Background: an optimization exercise with open tools, aiming at small area. Do not read the settings as production practice. In this exercise RTL edits were held to simulation tests only and were not proved equivalent to the original. Power is estimated from default activity; no workload was simulated.

$ cat config.mk
export PLATFORM = sky130hd
export DESIGN_NAME = klotski
export DESIGN_NICKNAME = klotski
export VERILOG_FILES = /design/flow/design.v
export SDC_FILE = /design/flow/constraint.sdc
export NUM_CORES = 4
export LEC_CHECK = 0
export ABC_AREA = 1
export CAP_MARGIN = 0
export CORE_MARGIN = 2
export CORE_UTILIZATION = 60
export SLEW_MARGIN = 0
$ cat constraint.sdc
create_clock -name core_clock -period 15.0 [get_ports {clk}]
set_input_delay 3.0000 -clock core_clock [delete_from_list [all_inputs] [get_ports {clk}]]
set_output_delay 3.0000 -clock core_clock [all_outputs]
set_load 0.01 [all_outputs]
$ cat design.v
module MUX2T1_5(input S, input [4:0] D0, input [4:0] D1, output [4:0] Dout);
    assign Dout = S ? D1 : D0;
endmodule
module init_rom(
    input  [2:0] mode,
    input  [4:0] a,
    output reg [4:0] d
);
    always @(*) begin
        d = 5'd0;
        case (mode)
        3'd0: case (a)
            5'd0: d = 5'd7;
            5'd1: d = 5'd1;
            5'd2: d = 5'd2;
            5'd3: d = 5'd9;
            5'd4: d = 5'd8;
            5'd5: d = 5'd3;
            5'd6: d = 5'd4;
            5'd7: d = 5'd10;
            5'd8: d = 5'd11;
            5'd9: d = 5'd5;
            5'd10: d = 5'd6;
            5'd11: d = 5'd13;
            5'd12: d = 5'd12;
            5'd13: d = 5'd15;
            5'd14: d = 5'd15;
            5'd15: d = 5'd14;
            5'd16: d = 5'd15;
            5'd17: d = 5'd0;
            5'd18: d = 5'd0;
            5'd19: d = 5'd15;
            default: d = 5'd0;
        endcase
        3'd1: case (a)
            5'd0: d = 5'd7;
            5'd1: d = 5'd1;
            5'd2: d = 5'd2;
            5'd3: d = 5'd9;
            5'd4: d = 5'd8;
            5'd5: d = 5'd3;
            5'd6: d = 5'd4;
            5'd7: d = 5'd10;
            5'd8: d = 5'd15;
            5'd9: d = 5'd5;
            5'd10: d = 5'd6;
            5'd11: d = 5'd15;
            5'd12: d = 5'd11;
            5'd13: d = 5'd15;
            5'd14: d = 5'd15;
            5'd15: d = 5'd13;
            5'd16: d = 5'd12;
            5'd17: d = 5'd0;
            5'd18: d = 5'd0;
            5'd19: d = 5'd14;
            default: d = 5'd0;
        endcase
        3'd2: case (a)
            5'd0: d = 5'd7;
            5'd1: d = 5'd1;
            5'd2: d = 5'd2;
            5'd3: d = 5'd9;
            5'd4: d = 5'd8;
            5'd5: d = 5'd3;
            5'd6: d = 5'd4;
            5'd7: d = 5'd10;
            5'd8: d = 5'd15;
            5'd9: d = 5'd15;
            5'd10: d = 5'd15;
            5'd11: d = 5'd15;
            5'd12: d = 5'd11;
            5'd13: d = 5'd5;
            5'd14: d = 5'd6;
            5'd15: d = 5'd13;
            5'd16: d = 5'd12;
            5'd17: d = 5'd0;
            5'd18: d = 5'd0;
            5'd19: d = 5'd14;
            default: d = 5'd0;
        endcase
        3'd3: case (a)
            5'd0: d = 5'd15;
            5'd1: d = 5'd1;
            5'd2: d = 5'd2;
            5'd3: d = 5'd15;
            5'd4: d = 5'd7;
            5'd5: d = 5'd3;
            5'd6: d = 5'd4;
            5'd7: d = 5'd9;
            5'd8: d = 5'd8;
            5'd9: d = 5'd5;
            5'd10: d = 5'd6;
            5'd11: d = 5'd10;
            5'd12: d = 5'd11;
            5'd13: d = 5'd15;
            5'd14: d = 5'd15;
            5'd15: d = 5'd13;
            5'd16: d = 5'd12;
            5'd17: d = 5'd0;
            5'd18: d = 5'd0;
            5'd19: d = 5'd14;
            default: d = 5'd0;
        endcase
        3'd4: case (a)
            5'd0: d = 5'd1;
            5'd1: d = 5'd2;
            5'd2: d = 5'd7;
            5'd3: d = 5'd9;
            5'd4: d = 5'd3;
            5'd5: d = 5'd4;
            5'd6: d = 5'd8;
            5'd7: d = 5'd10;
            5'd8: d = 5'd5;
            5'd9: d = 5'd6;
            5'd10: d = 5'd15;
            5'd11: d = 5'd15;
            5'd12: d = 5'd11;
            5'd13: d = 5'd13;
            5'd14: d = 5'd15;
            5'd15: d = 5'd15;
            5'd16: d = 5'd12;
            5'd17: d = 5'd14;
            5'd18: d = 5'd0;
            5'd19: d = 5'd0;
            default: d = 5'd0;
        endcase
        3'd5: case (a)
            5'd0: d = 5'd7;
            5'd1: d = 5'd1;
            5'd2: d = 5'd2;
            5'd3: d = 5'd9;
            5'd4: d = 5'd8;
            5'd5: d = 5'd3;
            5'd6: d = 5'd4;
            5'd7: d = 5'd10;
            5'd8: d = 5'd0;
            5'd9: d = 5'd11;
            5'd10: d = 5'd13;
            5'd11: d = 5'd0;
            5'd12: d = 5'd15;
            5'd13: d = 5'd12;
            5'd14: d = 5'd14;
            5'd15: d = 5'd15;
            5'd16: d = 5'd15;
            5'd17: d = 5'd5;
            5'd18: d = 5'd6;
            5'd19: d = 5'd15;
            default: d = 5'd0;
        endcase
        default: d = 5'd0;
        endcase
    end
endmodule
module board_ram(
    input            clk,
    input            clr,
    input            we,
    input      [4:0] a,
    input      [4:0] d,
    output     [4:0] spo
);
    wire [31:0] sel = 32'd1 << a;
    wire [4:0]  wd  = d & {5{~clr}};
    reg  [4:0]  mem [0:31];
    reg  [4:0]  rd;
    integer i;
    always @(posedge clk)
        for (i = 0; i < 32; i = i + 1)
            if (clr | (we & sel[i])) mem[i] <= wd;
    always @(*) begin
        rd = 5'd0;
        for (i = 0; i < 32; i = i + 1)
            rd = rd | (mem[i] & {5{sel[i]}});
    end
    assign spo = rd;
endmodule
module control(
    input             clk,
    input             rst,
    input       [2:0] mode,
    input       [9:0] col,
    input       [8:0] row,
    input      [11:0] Din,
    input             test,
    input       [4:0] testnum,
    input       [4:0] testnum2,
    input       [4:0] keyCode,
    input             keyReady,
    input       [4:0] RAMData,    
    input       [4:0] locout,     
    output reg [11:0] Dout,
    output reg        DisplayMux,
    output     [15:0] DisplaySerial,
    output            rdn_o,
    output      [4:0] RAMaddr,    
    output reg  [4:0] SyncAddr,
    output reg  [4:0] RAMwrite,
    output reg  [4:0] RAMaddr2,
    output reg  [4:0] locin,
    output reg  [2:0] ROMmux2,
    output            RAMMux_o,   
    output            RAMMux2_o,  
    output            RAMMux3_o,  
    output            RAMaddrEN_o,
    output            RAMaddrEN2_o,
    output     [12:0] ROMaddr
);
    localparam [4:0] IDLE = 5'd31;
    reg  [4:0]  cnt;
    reg  [3:0]  state;
    reg  [1:0]  dir;        
    reg  [4:0]  step;       
    reg  [11:0] counter;
    reg         judge, wasReady, rdn;
    reg         RAMMux, RAMMux2, RAMaddrEN2;
    wire Reseting = (cnt != 5'd20);
    wire moving   = (step != IDLE);
    assign rdn_o        = rdn;
    assign RAMMux_o     = RAMMux;
    assign RAMMux2_o    = RAMMux2;
    assign RAMMux3_o    = RAMMux & RAMaddrEN2;
    assign RAMaddrEN_o  = RAMMux & (RAMMux2 | RAMaddrEN2);
    assign RAMaddrEN2_o = RAMaddrEN2;
    assign DisplaySerial = {state, counter};
    wire [4:0] L = locout;
    reg  [4:0] off;
    reg        blocked;
    always @(*) begin
        case (dir)
            2'd0: begin off = 5'd28; blocked = (L[4:2] == 3'd0); end
            2'd1: begin off = 5'd4;  blocked = (L[4:2] == 3'd4); end
            2'd2: begin off = 5'd31; blocked = (L[1:0] == 2'd0); end
            default: begin off = 5'd1; blocked = (L[1:0] == 2'd3); end
        endcase
    end
    wire [4:0] Lo    = L + off;
    wire       empty = (RAMData == 5'd0);
    function [4:0] first_cell(input [1:0] d, input [3:0] s);
        begin
            case (s)
                4'd0: first_cell = (d == 2'd1) ? 5'd3 : (d == 2'd3) ? 5'd2 : 5'd1;
                4'd1: first_cell = (d == 2'd3) ? 5'd6 : 5'd5;
                4'd2, 4'd3, 4'd4, 4'd5:
                      first_cell = {s[2:0], 1'b0} + ((d == 2'd1) ? 5'd4 : 5'd3);
                default: first_cell = {1'b0, s} + 5'd9;
            endcase
        end
    endfunction
    reg       a2_set;
    reg [4:0] a2_val;
    always @(*) begin
        a2_set = 1'b0; a2_val = 5'd0;
        case (dir)
            2'd0: case (state)
                4'd0: begin a2_set = 1'b1; a2_val = 5'd2; end
                4'd1: begin a2_set = 1'b1; a2_val = 5'd6; end
                default: ;
            endcase
            2'd1: case (state)
                4'd0: begin a2_set = 1'b1; a2_val = 5'd4; end
                4'd1: begin a2_set = 1'b1; a2_val = 5'd6; end
                default: ;
            endcase
            default: case (state)
                4'd0: begin a2_set = 1'b1; a2_val = dir[0] ? 5'd4 : 5'd3; end
                4'd2, 4'd3, 4'd4, 4'd5: begin a2_set = 1'b1; a2_val = {state[2:0], 1'b0} + 5'd4; end
                default: ;
            endcase
        endcase
    end
    reg       w_lo, w_aset, w_j10;
    reg [4:0] w_val, w_a;
    always @(*) begin
        w_lo = 1'b0; w_aset = 1'b0; w_j10 = 1'b0; w_val = 5'd0; w_a = 5'd0;
        case (step)
        5'd4: begin
            w_aset = 1'b1;
            case (state)
                4'd0: case (dir)
                        2'd0: begin w_val = 5'd4; w_a = 5'd1; end
                        2'd1: begin w_val = 5'd2; w_a = 5'd3; end
                        2'd2: begin w_val = 5'd4; w_a = 5'd1; end
                        default: begin w_val = 5'd3; w_a = 5'd2; end
                      endcase
                4'd1: case (dir)
                        2'd2: begin w_val = 5'd6; w_a = 5'd6; end
                        2'd3: begin w_val = 5'd5; w_a = 5'd5; end
                        default: begin w_val = 5'd0; w_a = 5'd5; end
                      endcase
                4'd2, 4'd3, 4'd4, 4'd5: begin
                        w_a = {state[2:0], 1'b0} + ((dir == 2'd0) ? 5'd4 : 5'd3);
                        w_val = dir[1] ? 5'd0 : w_a;
                      end
                default: begin w_val = 5'd0; w_a = {1'b0, state} + 5'd9; end
            endcase
        end
        5'd5: begin
            if (state >= 4'd6) begin
                w_lo = 1'b1; w_j10 = 1'b1; w_val = {1'b0, state} + 5'd9;
            end else begin
                w_aset = 1'b1;
                case (state)
                    4'd0: case (dir)
                            2'd0: begin w_val = 5'd3; w_a = 5'd4; end
                            2'd1: begin w_val = 5'd1; w_a = 5'd2; end
                            2'd2: begin w_val = 5'd2; w_a = 5'd4; end
                            default: begin w_val = 5'd1; w_a = 5'd3; end
                          endcase
                    4'd1: w_a = (dir == 2'd2) ? 5'd5 : 5'd6;
                    default: w_a = {state[2:0], 1'b0} + ((dir == 2'd0) ? 5'd3 : 5'd4);
                endcase
            end
        end
        5'd6: begin
            case (state)
                4'd0: begin w_aset = 1'b1; w_a = (dir == 2'd0) ? 5'd3 : (dir == 2'd2) ? 5'd2 : 5'd1; end
                4'd1: begin
                        w_lo = 1'b1;
                        if (dir[1]) begin w_j10 = 1'b1; w_val = dir[0] ? 5'd6 : 5'd5; end
                        else begin w_aset = 1'b1; w_val = 5'd6; w_a = 5'd5; end
                      end
                default: begin
                        w_lo = 1'b1;
                        w_val = {state[2:0], 1'b0} + ((dir == 2'd0) ? 5'd3 : 5'd4);
                        if (dir[1]) begin w_aset = 1'b1; w_a = {state[2:0], 1'b0} + 5'd3; end
                        else w_j10 = 1'b1;
                      end
            endcase
        end
        5'd7: begin
            case (state)
                4'd0: begin w_aset = 1'b1; w_a = (dir == 2'd0) ? 5'd2 : (dir == 2'd2) ? 5'd3 : 5'd4; end
                4'd1: begin w_lo = 1'b1; w_j10 = 1'b1; w_val = 5'd5; end
                default: begin w_lo = 1'b1; w_j10 = 1'b1; w_val = {state[2:0], 1'b0} + 5'd3; end
            endcase
        end
        5'd8: begin
            w_lo = 1'b1; w_aset = 1'b1;
            case (dir)
                2'd0: begin w_val = 5'd2; w_a = 5'd1; end
                2'd1: begin w_val = 5'd4; w_a = 5'd3; end
                2'd2: begin w_val = 5'd3; w_a = 5'd1; end
                default: begin w_val = 5'd4; w_a = 5'd2; end
            endcase
        end
        default: begin  
            w_lo = 1'b1;
            case (dir)
                2'd0: w_val = 5'd1;
                2'd1: w_val = 5'd3;
                2'd2: w_val = 5'd1;
                default: w_val = 5'd2;
            endcase
        end
        endcase
    end
    wire inboard = !test && col < 10'd496 && col > 10'd143 && row < 9'd460 && row > 9'd19;
    wire [1:0] y = !inboard ? 2'd0 : (col < 10'd232) ? 2'd0 : (col < 10'd320) ? 2'd1 : (col < 10'd408) ? 2'd2 : 2'd3;
    wire [2:0] x = !inboard ? 3'd0 : (row < 9'd108) ? 3'd0 : (row < 9'd196) ? 3'd1 : (row < 9'd284) ? 3'd2 : (row < 9'd372) ? 3'd3 : 3'd4;
    assign RAMaddr = {x, 2'b00} + {3'b000, y};
    wire [8:0] Addrx = col - 10'd144 - y * 10'd88;
    wire [8:0] Addry = row - 9'd20 - x * 9'd88;
    assign ROMaddr = {4'd0, Addrx} + {4'd0, Addry} * 13'd88;
    reg status;
    always @(*) begin
        case (state)
            4'd0: status = (RAMData == 5'd1 || RAMData == 5'd2 || RAMData == 5'd3 || RAMData == 5'd4);
            4'd1, 4'd2, 4'd3, 4'd4, 4'd5:
                  status = (RAMData == {state, 1'b0} + 5'd3) || (RAMData == {state, 1'b0} + 5'd4);
            4'd6, 4'd7, 4'd8, 4'd9:
                  status = (RAMData == {1'b0, state} + 5'd9);
            default: status = 1'b0;
        endcase
        Dout = inboard ? (Din ^ {12{status}}) : 12'd0;
    end
    always @(posedge clk) begin
        if (!test) begin
            if (rst) begin
                cnt <= 5'd0;
                RAMMux <= 1'b1; RAMMux2 <= 1'b0; RAMaddrEN2 <= 1'b1;
                ROMmux2 <= mode;
                SyncAddr <= 5'd0;
                locin <= 5'd0;
                counter <= 12'd0;
                judge <= 1'b0;
                DisplayMux <= 1'b0;
                state <= 4'd6;
                dir <= 2'd0;
                step <= IDLE;
                wasReady <= 1'b0;
                rdn <= 1'b0;
                RAMaddr2 <= 5'd0;
                RAMwrite <= 5'd0;
            end else if (Reseting) begin
                cnt <= cnt + 5'd1;
                SyncAddr <= cnt;
                locin <= cnt;
            end else begin
                if (!judge) begin
                    RAMMux <= 1'b0; RAMMux2 <= 1'b0; RAMaddrEN2 <= 1'b0;
                    if (RAMaddr == 5'd17) judge <= 1'b1;
                end else begin
                    DisplayMux <= (RAMData == 5'd3);
                    judge <= 1'b0;
                end
                wasReady <= keyReady;
                rdn <= 1'b0;
                if (moving) begin
                    RAMMux  <= (step >= 5'd1 && step <= 5'd9);
                    RAMMux2 <= (step >= 5'd4 && step <= 5'd9);
                    RAMaddrEN2 <= (step == 5'd11 || step == 5'd13 || step == 5'd15 ||
                                   (step == 5'd17 && state == 4'd0));
                    step <= step + 5'd1;
                    case (step)
                        5'd0: RAMaddr2 <= first_cell(dir, state);
                        5'd1, 5'd3: begin
                            if (blocked) step <= IDLE;
                            else SyncAddr <= Lo;
                        end
                        5'd2: begin
                            if (!empty) step <= IDLE;
                            else if (a2_set) RAMaddr2 <= a2_val;
                        end
                        5'd4, 5'd5, 5'd6, 5'd7, 5'd8, 5'd9: begin
                            if (step == 5'd4 && !empty) step <= IDLE;
                            else begin
                                SyncAddr <= w_lo ? Lo : L;
                                RAMwrite <= w_val;
                                if (w_aset) RAMaddr2 <= w_a;
                                if (w_j10) step <= 5'd10;
                            end
                        end
                        5'd10: RAMaddr2 <= first_cell(2'd0, state);
                        5'd11, 5'd13, 5'd15: locin <= Lo;
                        5'd12: begin
                            if (state >= 4'd6) step <= 5'd17;
                            else RAMaddr2 <= (state == 4'd0) ? 5'd2 : (state == 4'd1) ? 5'd6 : {state[2:0], 1'b0} + 5'd4;
                        end
                        5'd14: begin
                            if (state != 4'd0) step <= 5'd17;
                            else RAMaddr2 <= 5'd3;
                        end
                        5'd16: RAMaddr2 <= 5'd4;
                        default: begin  
                            if (state == 4'd0) locin <= Lo;
                            step <= IDLE;
                            counter <= counter + 12'd1;
                        end
                    endcase
                end else if (!wasReady && keyReady) begin
                    rdn <= 1'b1;
                    case (keyCode)
                        5'hc: state <= (state == 4'd0) ? 4'd9 : state - 4'd1;
                        5'he: state <= (state == 4'd9) ? 4'd0 : state + 4'd1;
                        5'h5: begin dir <= 2'd0; step <= 5'd0; end
                        5'hd: begin dir <= 2'd1; step <= 5'd0; end
                        5'h8: begin dir <= 2'd2; step <= 5'd0; end
                        5'ha: begin dir <= 2'd3; step <= 5'd0; end
                        default: ;
                    endcase
                end else begin
                    RAMMux <= 1'b0; RAMMux2 <= 1'b0; RAMaddrEN2 <= 1'b0;
                end
            end
        end else begin
            RAMMux <= 1'b1; RAMMux2 <= 1'b0; RAMaddrEN2 <= 1'b0;
            SyncAddr <= testnum;
            RAMaddr2 <= testnum2;
        end
    end
endmodule
module klotski(
    input         clk,
    input         rst,
    input  [2:0]  mode,
    input  [4:0]  keyCode,
    input         keyReady,
    input  [9:0]  col,
    input  [8:0]  row,
    input  [11:0] Din,
    input         test,
    input  [4:0]  testnum,
    input  [4:0]  testnum2,
    output [11:0] Dout,
    output [4:0]  ROMmux,
    output [12:0] ROMaddr,
    output        DisplayMux,
    output        rdn,
    output [15:0] DisplaySerial,
    output [4:0]  cur_q,
    output [4:0]  loc_q
);
    wire [4:0] RAMData, RAMaddr, SyncAddr, RAMwrite, locout, RAMaddr2, locin;
    wire       RAMaddrEN, RAMMux, RAMMux2, RAMaddrEN2, RAMMux3;
    wire [2:0] ROMmux2;
    wire [4:0] init_d, cur_a, cur_d, loc_a;
    control u_control(
        .clk(clk), .rst(rst), .mode(mode), .col(col), .row(row), .Din(Din),
        .test(test), .testnum(testnum), .testnum2(testnum2),
        .keyCode(keyCode), .keyReady(keyReady),
        .RAMData(RAMData), .locout(locout),
        .Dout(Dout), .DisplayMux(DisplayMux), .DisplaySerial(DisplaySerial), .rdn_o(rdn),
        .RAMaddr(RAMaddr), .SyncAddr(SyncAddr), .RAMwrite(RAMwrite), .RAMaddr2(RAMaddr2),
        .locin(locin), .ROMmux2(ROMmux2),
        .RAMMux_o(RAMMux), .RAMMux2_o(RAMMux2), .RAMMux3_o(RAMMux3),
        .RAMaddrEN_o(RAMaddrEN), .RAMaddrEN2_o(RAMaddrEN2),
        .ROMaddr(ROMaddr)
    );
    init_rom u_init(.mode(ROMmux2), .a(SyncAddr), .d(init_d));
    MUX2T1_5 u_mux_cur_a(.S(RAMMux),  .D0(RAMaddr),  .D1(SyncAddr), .Dout(cur_a));
    MUX2T1_5 u_mux_cur_d(.S(RAMMux2), .D0(init_d),   .D1(RAMwrite), .Dout(cur_d));
    MUX2T1_5 u_mux_loc_a(.S(RAMMux3), .D0(RAMaddr2), .D1(cur_d),    .Dout(loc_a));
    board_ram u_current (.clk(clk), .clr(rst), .we(RAMaddrEN),  .a(cur_a), .d(cur_d), .spo(RAMData));
    board_ram u_location(.clk(clk), .clr(rst), .we(RAMaddrEN2), .a(loc_a), .d(locin), .spo(locout));
    assign ROMmux = RAMData;
    assign cur_q  = RAMData;
    assign loc_q  = locout;
endmodule
$ cat run.sh
#!/bin/bash
# synth_recipe.tcl (not shown) runs the flow's synth.tcl, then flattens the netlist and writes it again
# the make line also repeats each setting of config.mk as NAME=value (left out here)
make -C /OpenROAD-flow-scripts/flow DESIGN_CONFIG=/design/flow/config.mk WORK_HOME=/design/flow/orfs CLKGATE_MAP_FILE= SYNTH_SCRIPT=/design/flow/synth_recipe.tcl finish
==> results of run 1 <==
-- where the power goes --
| part | leakage (nW) | switching [mW] | internal (mW) |
|---|---|---|---|
| logic | 6.37 | 0.578 | 0.381 |
| clock network | 0.663 | 0.438 | 0.618 |
| registers | 4.03 | 0.0326 | 1.33 |
| total | 11.1 | 1.05 | 2.33 |
-- cells by family (layout without fill, tap and decap cells) --
| family | after synthesis | in the layout | share of synthesized area [%] |
|---|---|---|---|
| xor gates and xnor gates | 50 | 50 | 1.88 |
| buffers and inverters | 398 | 478 | 7.14 |
| AOI/OAI and AO/OA | 317 | 317 | 7.96 |
| adders and majority gates | 103 | 103 | 5.92 |
| DFF | 400 | 400 | 50.5 |
| and+or+nand+nor | 1348 | 1348 | 26.6 |
-- layout make-up --
type                       count  share of cell area, %
inverter                     267                   3.86
clock inverter                28                   1.20
tap                          518                   2.49
multi-input combinational   1818                   38.2
sequential                   400                   45.2
clock buffer                  47                   4.11
timing repair buffer         136                   4.94
-- metal layers --
metal  track usage [%]  wire [um]  share of wire (%)
met1              46.6      27700                 42
met5                 0          0                  0
met2              51.8      30600                 46
met4              11.3       2090                3.1
met3              5.36       6040                9.1
-- layout by cell type, fill, tap and decap left out, types with 5 or more instances in the layout --
cell type	count
nand4_1	252
xor2_1	35
clkinv_2	5
clkinv_1	14
inv_1	246
clkbuf_1	5
nor2_4	10
o211ai_1	7
nand2_4	6
inv_2	18
a21oi_1	89
nor2_2	28
bufinv_16	6
or2_2	11
clkbuf_16	42
ha_1	91
nand2_1	589
nor3_1	19
buf_4	28
o221ai_1	5
xnor2_1	15
nor4_1	6
o22ai_1	12
clkdlybuf4s50_1	107
o21ai_4	6
dfxtp_1	25
o31ai_1	25
o21ai_0	107
nand2_2	14
nor2_1	272
a31oi_1	12
fa_1	12
nand3_2	5
o21ai_1	21
nand3_1	128
edfxtp_1	375
-- final timing paths --
kind	start	endpoint	slack (ps)	depth (start not counted)
hold / removal	u_control.locin[0]	u_location.mem[17][0]	600	2
setup reg to reg	u_control.ROMmux2[2]	flip-flop	8730	34
hold reg to reg	u_control.locin[0]	u_location.mem[17][0]	600	2
setup / recovery	row[1]	ROMaddr[12]	2730	26
-- per-stage QoR --
stage               instance area [um2]  setup slack, ps  hold slack (ps)
finish                            26000             2730              600
global route                      26000             2280              648
CTS                               26000             2720              595
detailed placement                24600             2750              578
global placement                  24600             2860              562
floorplan                         23300             4380              479
-- flip-flops by register name, indices dropped and copies added, names as in the netlist, named ones only --
name and cells:
u_current.mem 160, u_location.mem 160, u_control.counter 12, u_control.RAMaddr2 5
u_control.RAMwrite 5, u_control.SyncAddr 5, u_control.cnt 5, u_control.locin 5
u_control.step 5, u_control.state 4, u_control.ROMmux2 3, u_control.dir 2
u_control.DisplayMux 1, u_control.RAMMux 1, u_control.RAMMux2 1, u_control.RAMaddrEN2 1
u_control.judge 1, u_control.rdn 1, u_control.wasReady 1
-- critical path, cell delays in order --
cell and delay, ps:
clkdlybuf4s50_1 680, ha_1 210, nand4_1 130, nand3_1 110, nand2_1 100, nor2_4 340
nand3_2 160, inv_1 150, ha_1 170, ha_1 180, fa_1 430, ha_1 290
inv_1 40, ha_1 310, inv_1 70, xor2_1 200, inv_1 110, ha_1 320
fa_1 500, ha_1 350, a21oi_1 190, xnor2_1 190, nand2_1 110, xnor2_1 180
xor2_1 190, clkdlybuf4s50_1 560
==> results.toml, run 1 <==
[pwr]
powerDensity_nw_per_um2 = 130
p_total_mw = 3.38
leakage_nw = 11.1
ir_drop_v = 0.000137

[layout]
fin_nets = 2821
syn_to_final_growth_pct = 11.7
fin_util_pct = 67.6
multi_input_area_um2 = 9940
fin_cells = 3214
ff_latch_area_um2 = 11800
drive_gt1_share_pct = 7.12
antennaDiodeCount = 0
fillers = 3039

[logic_synthesis]
synth_area_leaders = "edfxtp_1 48%, nand2_1 9.5%, nand4_1 6.8%"
syn-num-nets = 2772
async_flop_share_pct = 0
synth_top_cell_by_area = "edfxtp_1"
ys_types = 59
synth_commonest_cells = "589 x nand2_1, 375 x edfxtp_1, 282 x nor2_1"
synth_cells = 2616
seq_area_frac_synth_pct = 50.5
synth_edf_count = 375
yosysTopAreaCellShare_pct = 48.4
yosys_warnings = 4
syn-cell-area_um2 = 23300
synth_most_common_cell = "nand2_1"
synth_ff_type = "edfxtp_1"
synth_seq_cells = 400
syn-mean-instance-area_um2 = 8.90

[detailed_routing]
wirelength_mm = 66.4
viasPerCell = 6.11
vias = 19628
firstDrtPassIters = 6
drc = 0
drt_iter0_markers = 2058
wl_per_cell_um = 20.7
ant_nets = 0

[grt]
grt_max_degree = 76
grtUsageTotal_pct = 32.9
grt_overflow = 0
grt_pass1_wl_mm = 105
grt_pass1_vias = 18972
antenna_found_initial = 0

[sta]
max_freq_mhz = 81.5
rsz0062_at_grt = "no"
drv_slew = 0
max_slew_margin_pct = 21.1
worst_pin_slew_ps = 1170
period_minus_slack_ps = 12270
hold_viol = 0
fin_crit_sh_pct = 81.8
finClkSkew_ps = 14.2
finalSetupViolations = 0
tns_ps = 0

[floorplan]
ios = 111
start_util_pct = 60.5
rows = 72
die_area_um2 = 40400
core-area_um2 = 38500
die_w_um = 201
die_h_um = 201

[placement]
place.gp.congestion = 0.948
port-buffer-count = 108
dp_hpwl_mm = 44.7
dp_cells = 3139

[critical_path]
required_ps = 12000
start_kind = "input pin"
worstSetupPathType = "in2out"
endpoint_kind = "output port"
cp_max_fo = 16
arrival_ps = 9270

[clocking]
clock_path_buffers = 3
numCtsBuffers = 42
cts_tree = "yes"
cts_sinks = 400
ctsResizeCount = 0
postCtsHoldBufs = 0
path_clk_slew_ps = 60
post_cts_buffers = 0
clock_latency_ps = 580
cts_root_buf = "clkbuf_16"
h-tree-depth = 2

[run]
maxCapViolations = 0

[run_status]
status = "complete, no violations"

[min_path]
holdCritPathClass = "reg2reg"
==> inputs of run 2 (changes only) <==
--- a/config.mk
+++ b/config.mk
@@ -9,4 +9,6 @@
 export CAP_MARGIN = 0
 export CORE_MARGIN = 2
 export CORE_UTILIZATION = 60
+export CTS_CLUSTER_DIAMETER = 60
+export CTS_CLUSTER_SIZE = 30
 export SLEW_MARGIN = 0
==> results.toml, run 2 <==
[critical_path]
ff2ff_path_depth = 35
endpoint_kind = "output port"
critPathMostFrequentCell = "ha_1"
cp-startpoint = "row[1]"
slowest_delay_ps = 680
required_ps = 12000
cp_max_fo = 16
start_kind = "input pin"
endpoint = "ROMaddr[12]"
reg2reg_slack_ps = 8750
worstSetupPathType = "in2out"
r2r_start = "u_control.ROMmux2[2]"
path_buf_inv = 6
arrival_ps = 9270
cp_top_family = "adder cells"
path_depth = 26
cp_slowest_cell = "clkdlybuf4s50_1"

[pwr]
powerDensity_nw_per_um2 = 123
leakage_nw = 10.9
ir_drop_v = 0.000137

[detailed_routing]
ant_nets = 0
drt_iter0_markers = 2295
wirelength_mm = 66.0
wl_per_cell_um = 20.7
drc = 0
vias = 19515
viasPerCell = 6.12
firstDrtPassIters = 5

[logic_synthesis]
synth_edf_count = 375
synth_seq_cells = 400
synth_top_cell_by_area = "edfxtp_1"
syn-mean-instance-area_um2 = 8.90
syn-cell-area_um2 = 23300
synthAdderAreaFrac_pct = 5.92
synth_area_leaders = "edfxtp_1 48%, nand2_1 9.5%, nand4_1 6.8%"
synth_commonest_cells = "589 x nand2_1, 375 x edfxtp_1, 282 x nor2_1"
synth_compound_area_share_pct = 7.96
synth_top_family_by_area = "simple AND/OR/NAND/NOR gates"
ys_types = 59
yosysTopAreaCellShare_pct = 48.4
yosys-mux-area-fraction_pct = 0
synth_ff_type = "edfxtp_1"
synth-simple-area-share_pct = 26.6
async_flop_share_pct = 0
yosys_warnings = 4
syn-num-nets = 2772
synth_most_common_cell = "nand2_1"
seq_area_frac_synth_pct = 50.5
synth_cells = 2616
synth-xor-area-share_pct = 1.88

[clocking]
clock_latency_ps = 620
path_clk_slew_ps = 90
ctsResizeCount = 0
cts_tree = "yes"
cts_root_buf = "clkbuf_16"
postCtsHoldBufs = 0
cts_sinks = 400
clock_path_buffers = 3
numCtsBuffers = 28
post_cts_buffers = 0
h-tree-depth = 1

[floorplan]
core-area_um2 = 38500
die_w_um = 201
die_area_um2 = 40400
ios = 111
rows = 72
start_util_pct = 60.5
die_h_um = 201

[placement]
place.gp.congestion = 0.948
port-buffer-count = 108
dp_cells = 3139
dp_slack_ps = 2750
dp_hpwl_mm = 44.7

[sta]
rsz0062_at_grt = "no"
finClkSkew_ps = 28.3
max_slew_margin_pct = 24.4
finalSetupViolations = 0
max_freq_mhz = 81.5
fin_crit_sh_pct = 81.8
drv_slew = 0
period_minus_slack_ps = 12270
hold_viol = 0
worst_pin_slew_ps = 1120
tns_ps = 0
whs_ps = 582
worst_slack_ps = 2730

[grt]
grt_overflow = 0
grt_max_degree = 76
grt_pass1_wl_mm = 104
grt_pass1_vias = 18876
grtUsageTotal_pct = 32.5
antenna_found_initial = 0

[layout]
drive_gt1_share_pct = 6.81
final_cell_mix = "589 x nand2_1, 375 x edfxtp_1, 272 x nor2_1"
top_regs = "u_current.mem: 160 flops, u_location.mem: 160 flops, u_control.counter: 12 flops"
antennaDiodeCount = 0
fin_nets = 2807
syn_to_final_growth_pct = 9.96
final_common_cell = "nand2_1"
fin_cells = 3191
fillers = 3093

[min_path]
holdCritPathClass = "reg2reg"

[run]
maxCapViolations = 0

[run_status]
status = "complete, no violations"
[run 2: cell counts after synthesis]
No cell type changed its count.
[run 2: tightest hold or removal path: cells and delay by family (launching register included)]
kind / cells / cell delay, ps
and+or+nand+nor: 1 / 100
buffers and inverters: 1 / 40
DFF: 1 / 330
[run 2: through the flow]
| step | power, mW | cell area [um2] | utilization (%) |
|---|---|---|---|
| 2_1_floorplan | 1.97 | 23300 | - |
| 3_3_place_gp | 2.31 | 24600 | 64.0 |
| 5_1_grt | 3.29 | 25600 | 66.6 |
| 6_report | 3.14 | 25600 | 66.6 |
| 3_5_place_dp | 2.34 | 24600 | 64.0 |
| 4_1_cts | 3.14 | 25600 | 66.6 |
[run 2: cell type report]
cell class                      count  area (um2)  share of cell area [%]
Clock buffer                       28         701                    2.74
Clock inverter                     24         272                    1.06
Multi-Input combinational cell   1818        9940                    38.8
Tap cell                          518         648                    2.53
Inverter                          267        1000                    3.92
Timing Repair Buffer              136        1290                    5.02
Sequential cell                   400       11800                    45.9
[run 2: report_power, final]
part           internal (mW)  switching (mW)  total [mW]
Sequential              1.33          0.0327        1.36
Combinational          0.381           0.578       0.959
Clock                  0.385           0.437       0.821
Total                   2.09            1.05        3.14
[run 2: per-layer routing]
| metal | track usage [%] | wire (um) | up-vias |
|---|---|---|---|
| met2 | 52.3 | 30700 | 957 |
| met3 | 4.46 | 5790 | 116 |
| met4 | 9.63 | 1800 | 0 |
| li1 | - | - | 9172 |
| met1 | 46.2 | 27700 | 9270 |
| met5 | 0 | 0 | - |
[run 2: how the worst min path moves through the flow]
stage / startpoint / to / slack [ps] / cells past startpoint
floorplan: u_control.RAMMux2 / u_control.RAMMux2 / 480 / 2
global placement: u_control.locin[0] / u_location.mem[17][0] / 560 / 2
detailed placement: u_control.locin[0] / u_location.mem[5][0] / 580 / 2
CTS: u_control.locin[0] / u_location.mem[17][0] / 590 / 2
global route: u_control.locin[0] / u_location.mem[5][0] / 640 / 2
finish: u_control.locin[0] / u_location.mem[17][0] / 580 / 2
[run 2: kinds of logic after synthesis]
kind of cell,Yosys count
AOI/OAI and AO/OA,317
xor gates and xnor gates,50
and+or+nand+nor,1348
DFF,400
buffers and inverters,398
adders and majority gates,103
==> inputs of run 3 (changes only) <==
==> config.mk (replaced) <==
export PLATFORM = sky130hd
export DESIGN_NAME = klotski
export DESIGN_NICKNAME = klotski
export VERILOG_FILES = /design/flow/design.v
export SDC_FILE = /design/flow/constraint.sdc
export NUM_CORES = 4
export LEC_CHECK = 0
export ABC_AREA = 1
export CAP_MARGIN = 20
export CORE_MARGIN = 2
export CORE_UTILIZATION = 40
export SLEW_MARGIN = 20
==> results.toml, run 3 <==
[floorplan]
die_area_um2 = 60200
die_h_um = 245
die_w_um = 245
start_util_pct = 40.4
core-area_um2 = 57600
ios = 111
rows = 88

[critical_path]
endpoint_kind = "output port"
reg2reg_slack_ps = 8760
r2r_start = "u_control.RAMMux"
cp_max_fo = 16
start_kind = "input pin"
cp-startpoint = "row[1]"
arrival_ps = 9420
worstSetupPathType = "in2out"
required_ps = 12000

[grt]
antenna_found_initial = 0
grt_pass1_vias = 18711
grt_overflow = 0
grt_max_degree = 77
grtUsageTotal_pct = 23.7
grt_pass1_wl_mm = 110

[logic_synthesis]
yosys_warnings = 4
synth_ff_type = "edfxtp_1"
syn-cell-area_um2 = 23300
synth_commonest_cells = "589 x nand2_1, 375 x edfxtp_1, 282 x nor2_1"
synth_most_common_cell = "nand2_1"
seq_area_frac_synth_pct = 50.5
syn-mean-instance-area_um2 = 8.90
synth_seq_cells = 400
syn-num-nets = 2772
synth_edf_count = 375
synth_area_leaders = "edfxtp_1 48%, nand2_1 9.5%, nand4_1 6.8%"
async_flop_share_pct = 0
synth_top_cell_by_area = "edfxtp_1"
yosysTopAreaCellShare_pct = 48.4
synth_cells = 2616
ys_types = 59

[layout]
fin_cells = 3468
fin_nets = 2823
final_common_cell = "nand2_1"
ff_latch_area_um2 = 11800
final_cell_mix = "589 x nand2_1, 375 x edfxtp_1, 271 x nor2_1"
top_regs = "u_current.mem: 160 flops, u_location.mem: 160 flops, u_control.counter: 12 flops"
fillers = 5553
antennaDiodeCount = 0
multi_input_area_um2 = 9950
drive_gt1_share_pct = 7.25
syn_to_final_growth_pct = 13.3

[clocking]
cts_root_buf = "clkbuf_16"
postCtsHoldBufs = 0
path_clk_slew_ps = 50
ctsResizeCount = 0
cts_sinks = 400
numCtsBuffers = 46
post_cts_buffers = 0
clock_path_buffers = 3
cts_tree = "yes"
h-tree-depth = 2
clock_latency_ps = 600

[detailed_routing]
drt_iter0_markers = 1963
wirelength_mm = 72.2
ant_nets = 0
vias = 19494
viasPerCell = 5.62
wl_per_cell_um = 20.8
firstDrtPassIters = 8
drc = 0

[placement]
port-buffer-count = 108
dp_cells = 3384
dp_hpwl_mm = 49.7
place.gp.congestion = 0.889

[sta]
finClkSkew_ps = 24.7
rsz0062_at_grt = "no"
finalSetupViolations = 0
worst_pin_slew_ps = 1050
hold_viol = 0
drv_slew = 0
fin_crit_sh_pct = 82.8
tns_ps = 0
max_slew_margin_pct = 28.4
max_freq_mhz = 80.5
period_minus_slack_ps = 12420

[pwr]
powerDensity_nw_per_um2 = 130
ir_drop_v = 0.000181
leakage_nw = 11.1

[run]
maxCapViolations = 0

[run_status]
status = "complete, no violations"

[min_path]
holdCritPathClass = "reg2reg"
hold_path.startpoint = "u_control.RAMMux2"
[run 3: logic make-up (layout without fill, tap and decap cells)]
family          after synthesis  count (layout)  synth area share [%]
flops                       400             400                  50.5
compound gates              317             317                  7.96
simple gates               1348            1348                  26.6
xor+xnor                     50              50                  1.88
buf+inv                     398             485                  7.14
fa+ha+maj                   103             103                  5.92
[run 3: metrics by stage]
stage               total power, mW  area (um2)  setup WS (ps)  util, %  hold slack [ps]
global route                   3.58       26400           2220     45.8              663
finish                         3.43       26400           2580     45.8              625
CTS                            3.45       26400           2570     45.8              621
global placement               2.37       24900           2660     43.3              594
floorplan                      1.97       23300           4380        -              479
detailed placement             2.38       24900           2580     43.3              612
[run 3: routing by layer]
layer | track usage [%] | up-vias | share of wire (%)
met5 | 0 | - | 0
met4 | 7.46 | 0 | 2.9
met3 | 3.34 | 123 | 6.9
met2 | 39.3 | 792 | 47
met1 | 31.9 | 9360 | 43
li1 | - | 9219 | -
[run 3: final timing paths]
kind,cells past startpoint,end
setup / recovery,26,ROMaddr[12]
hold / removal,2,u_control.RAMMux2
setup reg to reg,32,flip-flop
hold reg to reg,2,u_control.RAMMux2
[run 3: power by group]
group,switching (mW),internal [mW],leakage (nW),total (mW)
Sequential,0.0340,1.33,4.03,1.36
Combinational,0.611,0.381,6.36,0.993
Clock,0.462,0.616,0.704,1.08
[run 3: cell type report]
type	count	share of cell area (%)
Clock inverter	23	0.626
Inverter	267	3.81
Sequential cell	400	44.6
Clock buffer	61	4.81
Multi-Input combinational cell	1818	37.7
Timing Repair Buffer	134	4.82
Tap cell	765	3.63
[run 3: critical path: stages]
cell and delay (ps):
clkdlybuf4s50_1 650, ha_1 200, nand4_1 120, nand3_1 110, nand2_1 90, nor2_4 400, nand3_2 160, inv_1 150
ha_1 160, ha_1 190, fa_1 430, ha_1 280, inv_1 40, ha_1 320, inv_1 80, xor2_1 220
inv_1 140, ha_1 310, fa_1 510, ha_1 360, a21oi_1 200, xnor2_1 170, nand2_1 90, xnor2_1 180
xor2_1 250, clkdlybuf4s50_1 590
==> inputs of run 4 (changes only) <==
==> flow/run.sh (new file) <==
#!/bin/bash
# Own layout flow: the standard synthesis, then the combinational logic
# re-mapped by ABC for area (flip-flops untouched), then the standard
# floorplan-to-finish flow on the re-mapped netlist.
set -euo pipefail
W=$(pwd)
RES=$W/orfs/results/${FLOW_PLATFORM}/klotski/base
LIB=$FLOW_HOME/platforms/${FLOW_PLATFORM}/lib/sky130_fd_sc_hd__tt_025C_1v80.lib

bash standard.sh synth > $W/synth.log 2>&1
cp $RES/1_2_yosys.v $W/standard_synth.v

REMAP_LIB=$LIB REMAP_IN=$W/standard_synth.v REMAP_TOP=$FLOW_TOP \
REMAP_SCRIPT=$W/flow/area.abc REMAP_STAT=$W/remap_stat.txt REMAP_OUT=$W/remapped.v \
    yosys -c $W/flow/remap.tcl > $W/remap.log 2>&1

cp $W/remapped.v $RES/1_2_yosys.v
rm -f $RES/1_synth.odb $RES/1_synth.sdc
bash standard.sh finish > $W/layout.log 2>&1
==> flow/area.abc (new file) <==
strash
dch -f
map -a
strash
dch -f
map -a
topo
==> flow/remap.tcl (new file) <==
# Re-map the combinational logic of the standard synthesis netlist for area.
# The flip-flops and tie cells keep their cell types and instance names.
yosys -import
set lib     $::env(REMAP_LIB)
set netlist $::env(REMAP_IN)
set top     $::env(REMAP_TOP)
set script  $::env(REMAP_SCRIPT)

# cells ABC must not use: the platform's don't-use cells (lpflow_*, probes)
set dont_use {}
set fh [open $lib r]
while {[gets $fh line] >= 0} {
    if {[regexp {^\s*cell\s*\(\s*"?(sky130_fd_sc_hd__(lpflow_|probe)[A-Za-z0-9_]*)"?\s*\)} $line -> name]} {
        lappend dont_use -dont_use $name
    }
}
close $fh

read_liberty -ignore_miss_func $lib
# sequential, tie and multi-output cells stay as they are
foreach c {sky130_fd_sc_hd__edfxtp_1 sky130_fd_sc_hd__dfxtp_1 sky130_fd_sc_hd__conb_1} {
    blackbox $c
}
read_verilog $netlist
hierarchy -top $top
flatten
hierarchy -top $top
opt_clean -purge
abc -liberty $lib -script $script {*}$dont_use
opt_clean -purge
read_liberty -lib -overwrite $lib
hilomap -singleton -hicell sky130_fd_sc_hd__conb_1 HI -locell sky130_fd_sc_hd__conb_1 LO
splitnets
opt_clean -purge
yosys rename -enumerate -pattern remap_%
insbuf -buf sky130_fd_sc_hd__buf_4 A X
check -assert
tee -o $::env(REMAP_STAT) stat -liberty $lib
write_verilog -noattr -nohex -nodec $::env(REMAP_OUT)
==> standard.sh (new file) <==
#!/bin/bash
# synth_recipe.tcl (not shown) runs the flow's synth.tcl, then flattens the netlist and writes it again
# the make line also repeats each setting of config.mk as NAME=value (left out here)
make -C /OpenROAD-flow-scripts/flow DESIGN_CONFIG=/design/flow/config.mk WORK_HOME=/design/flow/orfs CLKGATE_MAP_FILE= SYNTH_SCRIPT=/design/flow/synth_recipe.tcl "${@:-finish}"
removed: run.sh
==> results.toml, run 4 <==
[layout]
drive_gt1_share_pct = 6.98
final_cell_mix = "375 x edfxtp_1, 345 x nand2_1, 318 x nor2_1"
fillers = 4484
fin_nets = 2127
final_common_cell = "edfxtp_1"
antennaDiodeCount = 0
syn_to_final_growth_pct = 16.3
top_regs = "u_current.mem: 160 flops, u_location.mem: 160 flops, u_control.counter: 12 flops"
design_area_um2 = 22500

[floorplan]
start_util_pct = 40.5
core-area_um2 = 47700
die_w_um = 224
ios = 111
rows = 80
die_area_um2 = 50100
die_h_um = 224

[detailed_routing]
viasPerCell = 5.70
route.met3.wl_mm = 4.44
drc = 0
wl_met1_mm = 26.1
highest_layer = "met4"
vias = 15504
drt_iter0_markers = 1677
wirelength_mm = 59.2
wl_met2_mm = 27.3
ant_nets = 0
firstDrtPassIters = 6
wl_per_cell_um = 21.8

[logic_synthesis]
syn-num-nets = 1985
synth_cells = 1932
syn-cell-area_um2 = 19300
syn-mean-instance-area_um2 = 10.0
yosys_warnings = 4

[sta]
worst_pin_slew_ps = 1020
max_slew_margin_pct = 31.9
drv_slew = 0
whs_ps = 534
worst_slack_ps = 1610
hold_viol = 0
finalSetupViolations = 0
max_freq_mhz = 74.7
tns_ps = 0
finClkSkew_ps = 16.3
period_minus_slack_ps = 13390
rsz0062_at_grt = "no"
fin_crit_sh_pct = 89.3

[grt]
grtUsageTotal_pct = 23.5
grt_pass1_vias = 14695
antenna_found_initial = 0
grt_overflow = 0
grt_pass1_wl_mm = 89.6
grt_max_degree = 70

[critical_path]
path_buf_inv = 6
required_ps = 12000
arrival_ps = 10390
worstSetupPathType = "in2out"
endpoint_kind = "output port"
cp_top_family = "compound AO/OA/AOI/OAI gates"
cp_max_fo = 24
critPathMostFrequentCell = "nor2_1"
cp_slowest_cell = "clkdlybuf4s50_1"
start_kind = "input pin"
slowest_delay_ps = 630

[clocking]
cts_root_buf = "clkbuf_16"
path_clk_slew_ps = 60
cts_sinks = 400
clock_path_buffers = 3
h-tree-depth = 2
postCtsHoldBufs = 0
clock_latency_ps = 570
numCtsBuffers = 42
post_cts_buffers = 0
ctsResizeCount = 0
cts_tree = "yes"

[placement]
place_area_um2 = 21100
place.gp.congestion = 0.952
dp_slack_ps = 1770
dp_hpwl_mm = 42.4
port-buffer-count = 104

[pwr]
powerDensity_nw_per_um2 = 130
p_total_mw = 2.93
ir_drop_v = 0.0000758
leakage_nw = 8.01

[min_path]
holdCritPathClass = "reg2reg"

[run]
maxCapViolations = 0

[run_status]
status = "complete, no violations"
-- run 4: worst paths after layout --
path	from	endpoint	slack (ps)	cells past startpoint
worst max-delay path	row[2]	Dout[3]	1610	27
worst min-delay path	u_control.RAMMux	u_control.RAMMux	530	2
worst max register to register	u_control.RAMMux	flip-flop	7040	24
worst min register to register	u_control.RAMMux	u_control.RAMMux	530	2
-- run 4: layout make-up --
class	count	area (um2)	share of cell area, %
multi-input cells	1297	6650	29.6
flip-flops and latches	400	11800	52.3
repair buffers	122	1170	5.21
clock inverters	24	224	0.996
inverters	211	792	3.52
well taps	615	769	3.42
clock buffers	51	1120	4.96
-- run 4: power by group --
group / internal [mW] / switching, mW
clock network: 0.586 / 0.438
logic: 0.195 / 0.347
registers: 1.33 / 0.0344
total: 2.11 / 0.820
-- run 4: worst reg2reg max path: cells and delay by family (launching register included) --
kind | cells | cell delay (ps)
compound gates | 7 | 2420
buf+inv | 5 | 1430
flops | 1 | 370
simple gates | 12 | 3580
-- run 4: metrics by stage --
step / utilization [%] / std cells
2_1_floorplan: - / 1932
3_3_place_gp: 44.3 / 2645
3_5_place_dp: 44.3 / 2645
4_1_cts: 47.1 / 2720
5_1_grt: 47.1 / 2720
6_report: 47.1 / 2720
-- run 4: layer usage --
layer | up-vias | track usage [%]
li1 | 7257 | -
met1 | 7424 | 33.3
met2 | 719 | 37.4
met3 | 104 | 3.75
met4 | 0 | 6.49
met5 | - | 0
==> inputs of run 5 (changes only) <==
--- a/design.v
+++ b/design.v
@@ -159,20 +159,26 @@
     input      [4:0] d,
     output     [4:0] spo
 );
-    wire [31:0] sel = 32'd1 << a;
-    wire [4:0]  wd  = d & {5{~clr}};
-    reg  [4:0]  mem [0:31];
-    reg  [4:0]  rd;
-    integer i;
+    wire [3:0] hi = 4'd1 << a[4:3];
+    wire [7:0] lo = 8'd1 << a[2:0];
+    wire [3:0] hiw = (hi & {4{we}}) | {4{clr}};
+    wire [7:0] low = lo | {8{clr}};
+    wire [4:0] wd  = d & {5{~clr}};
+    reg  [159:0] q;
+    integer i, j, k;
     always @(posedge clk)
         for (i = 0; i < 32; i = i + 1)
-            if (clr | (we & sel[i])) mem[i] <= wd;
+            if (hiw[i / 8] & low[i % 8]) q[i*5 +: 5] <= wd;
+    reg [4:0] g, r;
     always @(*) begin
-        rd = 5'd0;
-        for (i = 0; i < 32; i = i + 1)
-            rd = rd | (mem[i] & {5{sel[i]}});
+        r = 5'd0;
+        for (j = 0; j < 4; j = j + 1) begin
+            g = 5'd0;
+            for (k = 0; k < 8; k = k + 1) g = g | (q[(8*j+k)*5 +: 5] & {5{lo[k]}});
+            r = r | (g & {5{hi[j]}});
+        end
     end
-    assign spo = rd;
+    assign spo = r;
 endmodule
 module control(
     input             clk,
@@ -357,10 +363,18 @@
     wire inboard = !test && col < 10'd496 && col > 10'd143 && row < 9'd460 && row > 9'd19;
     wire [1:0] y = !inboard ? 2'd0 : (col < 10'd232) ? 2'd0 : (col < 10'd320) ? 2'd1 : (col < 10'd408) ? 2'd2 : 2'd3;
     wire [2:0] x = !inboard ? 3'd0 : (row < 9'd108) ? 3'd0 : (row < 9'd196) ? 3'd1 : (row < 9'd284) ? 3'd2 : (row < 9'd372) ? 3'd3 : 3'd4;
-    assign RAMaddr = {x, 2'b00} + {3'b000, y};
-    wire [8:0] Addrx = col - 10'd144 - y * 10'd88;
-    wire [8:0] Addry = row - 9'd20 - x * 9'd88;
-    assign ROMaddr = {4'd0, Addrx} + {4'd0, Addry} * 13'd88;
+    assign RAMaddr = {x, y};
+    wire m = (col[8:0] < 9'd144);
+    wire k = (row < 9'd20);
+    reg [9:0] C;
+    always @(*) begin
+        case ({x, y})
+            5'd0:    C = {k, 2'b00, m, 6'd0} + 10'd786;
+            default: C = 10'd786 + {x, 3'b000} * 10'd7 - {8'd0, y} * 10'd11;
+        endcase
+    end
+    wire [9:0] rsum = {4'd0, col[8:3]} + {1'b0, row} + {row, 1'b0} + {row[6:0], 3'b000} + C;
+    assign ROMaddr = {rsum, col[2:0]};
     reg status;
     always @(*) begin
         case (state)
==> flow/area.abc (replaced) <==
strash
dch -f
amap
strash
dch -f
amap
topo
--- a/config.mk
+++ b/config.mk
@@ -6,7 +6,7 @@
 export NUM_CORES = 4
 export LEC_CHECK = 0
 export ABC_AREA = 1
-export CAP_MARGIN = 20
+export CAP_MARGIN = 0
 export CORE_MARGIN = 2
-export CORE_UTILIZATION = 40
-export SLEW_MARGIN = 20
+export CORE_UTILIZATION = 60
+export SLEW_MARGIN = 0
==> results.toml, run 5 <==
[run_status]
status = "complete, no violations"

[logic_synthesis]
syn-cell-area_um2 = 18500
syn-num-nets = 1716
syn-mean-instance-area_um2 = 11.1
synth_cells = 1663
yosys_warnings = 3

[min_path]
min_path_cells = 1
holdCritPathClass = "reg2reg"
hold_path.startpoint = "u_control.cnt[0]"
min_to = "u_control.cnt[0]"

[critical_path]
start_kind = "input pin"
arrival_ps = 11310
reg2reg_slack_ps = 7470
required_ps = 12000
ff2ff_path_depth = 28
endpoint_kind = "output port"
worstSetupPathType = "in2out"
r2r_start = "u_control.ROMmux2[1]"
cp_max_fo = 24

[pwr]
ir_drop_v = 0.000143
combinationalPowerShare_pct = 17.8
powerDensity_nw_per_um2 = 131
p_int_mw = 2.03
netSwitchingFraction_pct = 27.4
p_clk_share_pct = 33.6
leakage_nw = 7.11
seq_power_share_pct = 48.6
switchingPower_mw = 0.770

[sta]
tns_ps = 0
finalSetupViolations = 0
fin_crit_sh_pct = 95.4
period_minus_slack_ps = 14310
drv_slew = 0
finClkSkew_ps = 18.6
hold_viol = 0
max_slew_margin_pct = 14.6
worst_slack_ps = 694
max_freq_mhz = 69.9
rsz0062_at_grt = "no"
worst_pin_slew_ps = 1280

[grt]
grt_max_degree = 43
grt_overflow = 0
grt_pass1_wl_mm = 79.7
grt_pass1_vias = 14129
antenna_found_initial = 0
grtUsageTotal_pct = 31.5

[floorplan]
die_h_um = 179
die_w_um = 179
start_util_pct = 60.7
ios = 111
rows = 64
die_area_um2 = 32200
core-area_um2 = 30400

[layout]
top_regs = "u_current.q: 160 flops, u_location.q: 160 flops, u_control.counter: 12 flops"
fillers = 2208
fin_nets = 1878
fin_util_pct = 70.3
final_cell_mix = "375 x edfxtp_1, 360 x nor2_1, 138 x clkinv_1"
final_common_cell = "edfxtp_1"
fin_cells = 2250
syn_to_final_growth_pct = 15.9
antennaDiodeCount = 0
drive_gt1_share_pct = 5.93

[run]
maxCapViolations = 0

[clocking]
h-tree-depth = 2
clock_path_buffers = 3
cts_root_buf = "clkbuf_16"
path_clk_slew_ps = 60
cts_tree = "yes"
numCtsBuffers = 40
clock_latency_ps = 540
postCtsHoldBufs = 0
cts_sinks = 400
post_cts_buffers = 0

[detailed_routing]
drt_iter0_markers = 2125
viasPerCell = 6.74
wirelength_mm = 51.9
wl_per_cell_um = 23.1
drc = 0
firstDrtPassIters = 9
vias = 15155
ant_nets = 0

[placement]
dp_hpwl_mm = 35.3
dp_cells = 2178
dp_slack_ps = 666
place.gp.congestion = 0.993
port-buffer-count = 104
run 5: worst max-delay path by stage:
stage	start	cells after the start	end
3_3_place_gp	row[4]	25	Dout[7]
3_5_place_dp	row[4]	25	Dout[11]
4_1_cts	row[4]	25	Dout[11]
5_1_grt	row[4]	24	Dout[11]
2_1_floorplan	row[2]	20	Dout[0]
6_report	row[4]	24	Dout[11]
run 5: per-layer routing:
| layer | up-vias | global-route usage (%) | share of wire (%) |
|---|---|---|---|
| met3 | 128 | 5.19 | 10 |
| met4 | 0 | 10.3 | 3.0 |
| met5 | - | 0 | 0 |
| met1 | 7234 | 44.6 | 40 |
| li1 | 6766 | - | - |
| met2 | 1027 | 50.2 | 47 |
run 5: area by class of cell:
cell class / instances / area, um2 / area share (%)
sequential: 400 / 11800 / 55.0
multi-input combinational: 1109 / 6080 / 28.4
timing repair buffer: 144 / 1330 / 6.23
clock buffer: 49 / 1070 / 4.98
tap: 396 / 495 / 2.32
inverter: 130 / 488 / 2.28
clock inverter: 22 / 173 / 0.807
run 5: per-stage QoR:
step | area (um2) | power (mW) | hold slack [ps]
finish | 21400 | 2.80 | 603
global route | 21400 | 2.90 | 625
CTS | 21400 | 2.81 | 609
detailed placement | 20100 | 1.87 | 600
global placement | 20100 | 1.86 | 591
floorplan | 18500 | 1.66 | 548
run 5: what timing repair did:
action / 4_1_cts / 5_1_grt
endpoints found under the hold margin: 0 / 0
endpoints found under the setup margin: 0 / 3
resized for setup: 0 / 1
run 5: worst max-delay path, cell delays in order:
cell and delay, ps:
clkdlybuf4s50_1 630, clkinv_1 250, a21oi_1 260, nor3_1 110
or3_1 330, or4_1 690, nor3_1 680, clkinv_1 320
o22ai_1 330, or2_0 200, nor2_1 50, buf_4 220
and2_0 200, a2111oi_0 680, a21oi_1 260, nor4_1 490
buf_4 250, clkinv_1 170, o22ai_1 220, o41ai_1 110
a222oi_1 280, clkinv_1 530, a211oi_1 430, clkdlybuf4s50_1 590
run 5: power groups by stage:
| stage | registers [mW] | clock network, mW | logic (mW) |
|---|---|---|---|
| 6_report | 1.36 | 0.941 | 0.501 |
| 3_3_place_gp | 1.38 | 0 | 0.480 |
| 3_5_place_dp | 1.39 | 0 | 0.489 |
| 2_1_floorplan | 1.37 | 0 | 0.288 |
| 5_1_grt | 1.37 | 0.993 | 0.539 |
| 4_1_cts | 1.36 | 0.953 | 0.491 |

-- afterwards: timing with drivers on the ports --
How much do the figures lean on ideal ports? The routed layouts below were timed once more, with nothing changed but the port constraints.
Step 1, drivers: a clkbuf_16 drives clk and a buf_2 each remaining input, both assumed.
Step 2 also shifts input and output timing later by t, the mid clock arrival at the registers, as if the neighbouring blocks saw the same clock.
Slacks: no drivers / after step 1 / after step 2; pairs: no drivers / after step 1.
run	t, ns	slack for setup (ns)	worst setup path after step 2	worst slew at a driven data input, ns
run 1	0.634	2.731 / 2.694 / 2.694	input to output	0.06
run 2	0.657	2.731 / 2.694 / 2.694	input to output	0.06
run 3	0.639	2.584 / 2.540 / 2.540	input to output	0.06
run 4	0.619	1.612 / 1.585 / 1.585	input to output	0.06
run 5	0.585	0.694 / 0.672 / 0.672	input to output	0.07
After both steps setup and hold are still met in every run listed. For run 3, which loses most, drivers alone change the setup slack by -0.044 ns; drivers and shift together by -0.044 ns.
